What follows belongs to an exercise in optimizing a design on an open flow for small area, a short achievable clock period and few clock cycles per item; a production flow would make more cautious choices. The RTL was checked by simulation tests, not by an equivalence proof against the original design. Power and IR drop assume default switching activity.

==> flow/design.v <==
module demosaic(clk, reset, in_en, data_in, wr_r, addr_r, wdata_r, rdata_r, wr_g, addr_g, wdata_g, rdata_g, wr_b, addr_b, wdata_b, rdata_b, done);
input clk;
input reset;
input in_en;
input [7:0] data_in;
output reg wr_r;
output reg [13:0] addr_r;
output reg [7:0] wdata_r;
input [7:0] rdata_r;
output reg wr_g;
output reg [13:0] addr_g;
output reg [7:0] wdata_g;
input [7:0] rdata_g;
output reg wr_b;
output reg [13:0] addr_b;
output reg [7:0] wdata_b;
input [7:0] rdata_b;
output reg done;
reg p1, p2;              
reg [6:0] row, col;      
reg bub;                 
reg f0, f126, f127;      
reg [1:0] mid_sel;       
reg [8:0] s0, s1, s2;
reg [7:0] m0, m1;
wire [7:0] mid_v = (mid_sel == 2'd0) ? rdata_r : (mid_sel == 2'd1) ? rdata_g : rdata_b;
wire [7:0] tb_a  = (mid_sel == 2'd0) ? rdata_g : rdata_r;
wire [7:0] tb_b  = (mid_sel == 2'd2) ? rdata_g : rdata_b;
wire [8:0] s_in  = tb_a + tb_b;
wire [8:0] horiz_s = m0 + (row[0] ? rdata_r : rdata_b);
wire [9:0] sm      = s1 + m0;
wire [9:0] gsum_s  = sm + rdata_g;
wire [9:0] diag_s  = s0 + s2;
wire [7:0] horiz = horiz_s[8:1];
wire [7:0] vert  = s1[8:1];
wire [7:0] gsum  = gsum_s[9:2];
wire [7:0] diag  = diag_s[9:2];
wire r0 = row[0];
wire c0 = col[0];
wire own_g = (r0 == c0);
wire own_r = ~r0 & c0;
wire own_b = r0 & ~c0;
wire [6:0] rp1 = row + 7'd1;
wire [6:0] rp2 = row + 7'd2;
wire [6:0] rm1 = row - 7'd1;
wire [13:0] a_own = {row, col};
wire [13:0] a_x = f0 ? {row, 7'd126} : {rp1, col - 7'd3};
wire [13:0] a_y = own_g ? {rm1, col - 7'd3} : {row, col - 7'd2};
wire x_wr = (row != 7'd127);
wire gen = ~f126 & ~f127;
wire [13:0] a_k   = {row, col};
wire [13:0] a_rc1 = {rp1, col + 7'd1};
wire [13:0] a_rc2 = {row, col + 7'd2};
wire [13:0] p2_r = gen ? (own_r ? a_rc1 : a_k) :
                   f126 ? a_k :
                   ~bub ? (r0 ? {rp1, 7'd126} : {row, 7'd1}) :
                          (r0 ? {rp1, 7'd1} : {rp1, 7'd127});
wire [13:0] p2_g = gen ? (own_g ? a_rc2 : a_k) :
                   f126 ? (r0 ? a_k : {rp2, 7'd0}) :
                   ~bub ? (r0 ? {row, 7'd1} : {rp1, 7'd126}) :
                          (r0 ? {rp1, 7'd127} : {rp1, 7'd1});
wire [13:0] p2_b = gen ? (own_b ? a_rc1 : a_k) :
                   f126 ? (r0 ? {rp2, 7'd0} : a_k) :
                   ~bub ? (r0 ? {rp1, 7'd126} : {rp2, 7'd127}) :
                          (r0 ? {rp2, 7'd2} : {rp1, 7'd127});
wire [1:0] mid_next = gen ? (own_g ? 2'd1 : own_r ? 2'd2 : 2'd0) :
                      f126 ? (r0 ? 2'd1 : 2'd2) :
                      (r0 ? 2'd0 : 2'd1);
wire last_pix = (row == 7'd127) & f127;
wire last_step = (row == 7'd126) & f127 & ~bub;
wire idle = ~p1 & ~p2 & ~done;
always @(posedge clk or posedge reset) begin
	if (reset) begin
		p1 <= 1'b0;
		p2 <= 1'b0;
		done <= 1'b0;
		wr_r <= 1'b0;
		wr_g <= 1'b0;
		wr_b <= 1'b0;
	end else begin
		if (p2) begin
			wr_r <= ~own_r & ~f127 & ~last_step;
			wr_g <= ~own_g & ~f127 & ~last_step;
			wr_b <= ~own_b & ~f127 & ~last_step;
			if (last_step) begin
				p2 <= 1'b0;
				done <= 1'b1;
			end
		end else if (in_en & ~done) begin
			wr_r <= ~own_g | x_wr;
			wr_g <= own_g | x_wr;
			wr_b <= 1'b1;
			p1 <= ~last_pix;
			p2 <= last_pix;
		end else begin
			wr_r <= 1'b0;
			wr_g <= 1'b0;
			wr_b <= 1'b0;
		end
	end
end
always @(posedge clk) begin
	s0 <= s1;
	s1 <= s2;
	s2 <= s_in;
	m0 <= m1;
	m1 <= mid_v;
	mid_sel <= mid_next;
	if (idle) begin
		row <= 7'd0;
		col <= {6'd0, in_en};
		bub <= 1'b0;
		f0 <= ~in_en;
		f126 <= 1'b0;
		f127 <= 1'b0;
	end else if (p1 & last_pix) begin
		row <= 7'd0;
		col <= 7'd126;
		bub <= 1'b0;
		f0 <= 1'b0;
		f126 <= 1'b1;
		f127 <= 1'b0;
	end else if (p2 & f127 & ~bub) begin
		bub <= 1'b1;
	end else begin
		col <= col + 7'd1;
		if (f127)
			row <= rp1;
		bub <= 1'b0;
		f0 <= f127;
		f126 <= (col == 7'd125);
		f127 <= f126;
	end
	if (p2) begin
		addr_r <= p2_r;
		addr_g <= p2_g;
		addr_b <= p2_b;
		wdata_r <= own_g ? (r0 ? vert : horiz) : diag;
		wdata_g <= gsum;
		wdata_b <= own_g ? (r0 ? horiz : vert) : diag;
	end else begin
		addr_r <= own_r ? a_own : own_g ? a_x : a_y;
		addr_g <= own_g ? a_own : a_x;
		addr_b <= own_b ? a_own : a_y;
		wdata_r <= data_in;
		wdata_g <= data_in;
		wdata_b <= data_in;
	end
end
endmodule
export LEC_CHECK = 0
export CAP_MARGIN = 20
export CORE_MARGIN = 2
export CORE_UTILIZATION = 40
export SETUP_SLACK_MARGIN = 1.5
export SLEW_MARGIN = 20
export BUFFER_PORTS_ARGS = -buffer_cell sky130_fd_sc_hd__buf_1
create_clock -name core_clock -period 5.0 [get_ports {clk}]
standard.sh (not shown) runs the stock make flow with config.mk's settings and CLKGATE_MAP_FILE= SYNTH_SCRIPT=/design/flow/synth_recipe.tcl, a recipe that flattens the netlist after the stock synthesis.
==> flow/flow/run.sh <==
#!/bin/bash
# Standard layout, with a small buffer on each port instead of the default one.
set -euo pipefail
echo 'export BUFFER_PORTS_ARGS = -buffer_cell sky130_fd_sc_hd__buf_1' >> config.mk
bash standard.sh > flow.log 2>&1
Testbench counts at the start, summed over its fixed seeds: cycles 261,128, images 8.
Rerun with:
==> flow/flow/run.sh (replaced) <==
#!/bin/bash
# Standard layout, with a small buffer on each port instead of the default
# one, and adders left to abc as plain gates (no full/half adder cells).
set -euo pipefail
cat >> config.mk <<'MK'
export BUFFER_PORTS_ARGS = -buffer_cell sky130_fd_sc_hd__buf_1
export DONT_USE_CELLS += sky130_fd_sc_hd__fa_1 sky130_fd_sc_hd__fa_2 sky130_fd_sc_hd__fa_4 sky130_fd_sc_hd__ha_1 sky130_fd_sc_hd__ha_2 sky130_fd_sc_hd__ha_4
MK
bash standard.sh > flow.log 2>&1
--- a/flow/config.mk
+++ b/flow/config.mk
@@ -11 +11,4 @@
-export SETUP_SLACK_MARGIN = 1.5
+export CTS_BUF_LIST = sky130_fd_sc_hd__clkbuf_8
+export CTS_CLUSTER_DIAMETER = 80
+export CTS_CLUSTER_SIZE = 30
+export SETUP_SLACK_MARGIN = 2.0
@@ -13,0 +17 @@
+export DONT_USE_CELLS += sky130_fd_sc_hd__fa_1 sky130_fd_sc_hd__fa_2 sky130_fd_sc_hd__fa_4 sky130_fd_sc_hd__ha_1 sky130_fd_sc_hd__ha_2 sky130_fd_sc_hd__ha_4
Outcome:
- area after synthesis is lower by 3.2%
- cell count falls by 1.4%
- sequential power fell by about 30%
- synthesized cell count increases by 2.0%
- setup slack improved by 0.22 ns
- wire length shrinks by 11%
- die area is lower by 3.1%
- worst hold slack improves by 0.0044 ns
- design area shrinks by 4.9%
- clock power came out lower by 29%
Rerun with:
==> flow/flow/run.sh (replaced) <==
#!/bin/bash
# Standard layout, with a small buffer on each port instead of the default one.
set -euo pipefail
echo 'export BUFFER_PORTS_ARGS = -buffer_cell sky130_fd_sc_hd__buf_1' >> config.mk
bash standard.sh > flow.log 2>&1
--- a/flow/config.mk
+++ b/flow/config.mk
@@ -17 +16,0 @@
-export DONT_USE_CELLS += sky130_fd_sc_hd__fa_1 sky130_fd_sc_hd__fa_2 sky130_fd_sc_hd__fa_4 sky130_fd_sc_hd__ha_1 sky130_fd_sc_hd__ha_2 sky130_fd_sc_hd__ha_4
Outcome: The new run completed without violations. Routed wire length grows by 14%. Final cell count grows by 1.3%. Register-to-register slack gets worse by 0.095 ns. Core utilization shrinks by 0.68 points. Setup slack gets better by 0.052 ns. Power grows by 97%. Sequential power grows by 48%. Clock-buffer cell count shrinks by 2. Hold slack is about the same. Sequential share of layout area shrinks by 0.68 points. Die area grows by 3.2%.
Rerun with:
==> flow/flow/run.sh (replaced) <==
#!/bin/bash
# Standard layout, with a small buffer on each port instead of the default
# one, and adders left to abc as plain gates (no full/half adder cells).
set -euo pipefail
cat >> config.mk <<'MK'
export BUFFER_PORTS_ARGS = -buffer_cell sky130_fd_sc_hd__buf_1
export DONT_USE_CELLS += sky130_fd_sc_hd__fa_1 sky130_fd_sc_hd__fa_2 sky130_fd_sc_hd__fa_4 sky130_fd_sc_hd__ha_1 sky130_fd_sc_hd__ha_2 sky130_fd_sc_hd__ha_4
MK
bash standard.sh > flow.log 2>&1
--- a/flow/config.mk
+++ b/flow/config.mk
@@ -11,3 +10,0 @@
-export CTS_BUF_LIST = sky130_fd_sc_hd__clkbuf_8
-export CTS_CLUSTER_DIAMETER = 80
-export CTS_CLUSTER_SIZE = 30
@@ -16,0 +14 @@
+export DONT_USE_CELLS += sky130_fd_sc_hd__fa_1 sky130_fd_sc_hd__fa_2 sky130_fd_sc_hd__fa_4 sky130_fd_sc_hd__ha_1 sky130_fd_sc_hd__ha_2 sky130_fd_sc_hd__ha_4
What happened: The new run produced a clean layout; die area shrinks by 3.1%; routed wire length is lower by about 13%; core utilization came out higher by 1.8 points; worst setup slack is worse by 0.10 ns; global-route usage shrinks by 2.8 points; critical path depth decreases by 2; total power goes down by 43%; sequential share of layout area drops by 0.10 points.
Rerun with:
==> flow/flow/run.sh (replaced) <==
#!/bin/bash
# Standard layout, with a small buffer on each port instead of the default one.
set -euo pipefail
echo 'export BUFFER_PORTS_ARGS = -buffer_cell sky130_fd_sc_hd__buf_1' >> config.mk
bash standard.sh > flow.log 2>&1
--- a/flow/config.mk
+++ b/flow/config.mk
@@ -11 +11 @@
-export SETUP_SLACK_MARGIN = 2.0
+export SETUP_SLACK_MARGIN = 2.6
@@ -14 +13,0 @@
-export DONT_USE_CELLS += sky130_fd_sc_hd__fa_1 sky130_fd_sc_hd__fa_2 sky130_fd_sc_hd__fa_4 sky130_fd_sc_hd__ha_1 sky130_fd_sc_hd__ha_2 sky130_fd_sc_hd__ha_4
Result: The changed run went through all stages and came out clean; global-route usage increases by 3.1 points; worst setup slack gets better by 0.18 ns; combinational power increases to 6.1 times its value; cell area increases by 9.7%; routed wire length increases by 18%; total power increases by about 110%.

afterwards: timing with drivers on the ports:
How much do the figures lean on ideal ports? The routed layouts below were timed once more, with nothing changed but the port constraints. Step 1: set_driving_cell puts a clkbuf_16 on clk and a buf_2 on each other input, an assumption about the parent block. Step 2 times the ports against the registers' clock, not the clock port: input delays grow and output delays shrink by t, the midpoint of the rising clock arrivals with the driver on. Three values: no drivers, after step 1, after step 2; two values: the first two.
run | shift t [ns] | setup WS [ns] | worst setup path at the end | cell pins on the clock port's net
the first run | 0.465 | 1.871 / 1.871 / 1.527 | input to register | 1
the second run | 0.510 | 2.093 / 2.106 / 1.597 | input to register | 1
the third run | 0.505 | 2.145 / 2.150 / 1.658 | input to register | 1
the fourth run | 0.475 | 2.043 / 2.062 / 1.587 | input to register | 1
the fifth run | 0.473 | 2.222 / 2.217 / 1.745 | input to register | 1
After both steps setup and hold are still met in every run listed. For the second run, which loses most, drivers alone change the setup slack by +0.013 ns; drivers and shift together by -0.496 ns.
